Source: an optimization exercise on an open RTL-to-GDS flow (aim: a short achievable clock period and few clock cycles). Production flows keep margins and buffers that such runs may drop. RTL that was checked went through simulation tests only; none was proved equivalent to the original. No activity file was given, so power comes from the tool's default toggle rates.

Design Pipeline_top, start of the top module:
module Pipeline_top(
    input         clk,
    input         rst,
    output [31:0] imem_addr,
    input  [31:0] imem_rdata,
    output [31:0] dmem_addr,
    output [31:0] dmem_wdata,
    output        dmem_we,
    input  [31:0] dmem_rdata
);
Size: about 6600 cells after synthesis, roughly 160 I/O pins, ~93000 um^2 of cells after synthesis.
Settings: LEC_CHECK=0, CAP_MARGIN=20, CORE_MARGIN=2, CORE_UTILIZATION=62, SLEW_MARGIN=20; clock period 10.0 ns.
standard.sh (not shown) runs the stock make flow with config.mk's settings and CLKGATE_MAP_FILE= SYNTH_SCRIPT=/design/flow/synth_recipe.tcl, a recipe that flattens the netlist after the stock synthesis.
==> flow/flow/run.sh <==
#!/bin/bash
# Standard ORFS layout with a larger setup-slack target for the timing repair
# steps (the constraints and clock period are the standard flow's own).
set -euo pipefail
bash standard.sh SETUP_SLACK_MARGIN=7 finish > standard_flow.log 2>&1
Testbench counts at the start, summed over its fixed seeds: cycles 94,733.
Edit:
CORE_UTILIZATION = 55   (was 62)
CTS_CLUSTER_DIAMETER = 80   (was not set)
CTS_CLUSTER_SIZE = 20   (was not set)
Outcome:
- The new run completed without violations
- die area climbs by 13%
- cell area fell by 2.4%
- wire length climbs by 3.9%
Edit:
CORE_UTILIZATION = 40   (was 55)
CTS_CLUSTER_DIAMETER = not set   (was 80)
CTS_CLUSTER_SIZE = not set   (was 20)
Result: Hold slack is worse by 0.022 ns; sequential power stays flat; routed wire length climbs slightly.
Edit:
CORE_UTILIZATION = 55   (was 40)
=> The new run finished clean. Utilization climbs by 18 points. Global-route usage rises by 12 points. Count of clock-buffer cells in the layout came out higher by 29. Sequential share of layout area came out higher by 0.31 points. Via count hardly moves. Maximum frequency climbs slightly. Total power falls slightly. Register-to-register slack gets better by 0.06 ns. Routed wire length stays flat.

* * *

== JK ==
Pipeline_top, a different RTL version from the one above (not shown whole).
Size: ~5600 cells after synthesis, ~2000 flip-flops, about 160 I/O pins.
clock: 10.0 ns
lec_check: 0
cap_margin: 20
core_margin: 2
core_utilization: 40
gpl_timing_driven: 1
setup_slack_margin: 5
slew_margin: 20
run.sh (not shown) runs the stock make flow with config.mk's settings and CLKGATE_MAP_FILE= SYNTH_SCRIPT=/design/flow/synth_recipe.tcl, a recipe that flattens the netlist after the stock synthesis.
Stock flow here: none of the scripts above is used.
diff inputs: JK => MS
Settings: GPL_TIMING_DRIVEN: 1 -> unset; SETUP_SLACK_MARGIN: 5 -> unset.
==> flow/flow/run.sh (new file) <==
#!/bin/bash
# Standard ORFS layout with a larger setup-slack target for the timing repair
# steps (the constraints and clock period are the standard flow's own).
set -euo pipefail
bash standard.sh SETUP_SLACK_MARGIN=7 finish > standard_flow.log 2>&1
==> flow/standard.sh (new file) <==
#!/bin/bash
# synth_recipe.tcl (not shown) runs the flow's synth.tcl, then flattens the netlist and writes it again
# the make line also repeats each setting of config.mk as NAME=value (left out here)
make -C /OpenROAD-flow-scripts/flow DESIGN_CONFIG=/design/flow/config.mk WORK_HOME=/design/flow/orfs CLKGATE_MAP_FILE= SYNTH_SCRIPT=/design/flow/synth_recipe.tcl "${@:-finish}"
removed: flow/run.sh
[summary]
- JK has higher largest driver fanout on the critical path than MS.
- For sequential power, JK and MS come out practically identical.
- Any difference in post-synthesis simple-gate area fraction between MS and JK is small enough to ignore.
- MS went all the way through the flow, and no timing, DRC or antenna check failed.
- Part of the cycle the worst path needs is higher on JK
## Diff of input files: AL against MS
==> flow/run.sh (new file) <==
#!/bin/bash
# synth_recipe.tcl (not shown) runs the flow's synth.tcl, then flattens the netlist and writes it again
# the make line also repeats each setting of config.mk as NAME=value (left out here)
make -C /OpenROAD-flow-scripts/flow DESIGN_CONFIG=/design/flow/config.mk WORK_HOME=/design/flow/orfs CLKGATE_MAP_FILE= SYNTH_SCRIPT=/design/flow/synth_recipe.tcl finish
removed: flow/flow/run.sh
removed: flow/standard.sh
## What came out
- AL closes out successfully: all stages finished, all timing, DRC and antenna checks passed.
- AL vs MS — wire length of the first global-routing pass dropped about 7%.
- AL against MS; total power is down by a few percent.
- Post-route non-filler standard cell count in AL is about 3.7% lower than in MS
- The relative slew slack in AL sits 3.4 points below the value recorded for MS.
- Multi-input logic cell count ends up lower on AL.
- Part of the power in combinational logic on AL is down relative to MS.
No functional check of the RTL was part of any run of this note.

[afterwards: timing with drivers on the ports]
The results above use ideal ports. As a check the final layouts listed here were re-extracted and re-timed, cells and wires unchanged.
Step 1 sets driving cells, clkbuf_16 on the clock port and buf_2 on the other inputs (assumed; they add their load-dependent delay and slew).
Step 2 moves the port delays by t, midway between the first and last clock arrival at a register: inputs arrive t later, outputs are due t later. That takes back most of the time a late clock gives input paths.
Slacks: no drivers / after step 1 / after step 2; pairs: no drivers / after step 1.
run | shift t [ns] | setup WS [ns] | worst register clock-pin slew, ns | worst data-port slew with drivers (ns)
the first run of note 1 | 0.946 | 6.631 / 6.565 / 5.759 | 0.07 / 0.07 | 0.14
the second run of note 1 | 0.918 | 6.639 / 6.581 / 5.761 | 0.09 / 0.09 | 0.15
the third run of note 1 | 0.962 | 6.599 / 6.510 / 5.836 | 0.07 / 0.07 | 0.17
the fourth run of note 1 | 0.983 | 6.629 / 6.536 / 5.824 | 0.07 / 0.07 | 0.15
JK | 0.937 | 5.252 / 5.252 / 5.252 | 0.07 / 0.07 | 0.13
MS | 0.939 | 5.934 / 5.934 / 5.934 | 0.07 / 0.07 | 0.16
AL | 0.938 | 3.419 / 3.419 / 3.419 | 0.07 / 0.07 | 0.13
After both steps setup and hold are still met in every run listed. The setup slack of the second run of note 1, which loses most, moves by -0.058 ns with the drivers and by -0.878 ns with both steps.
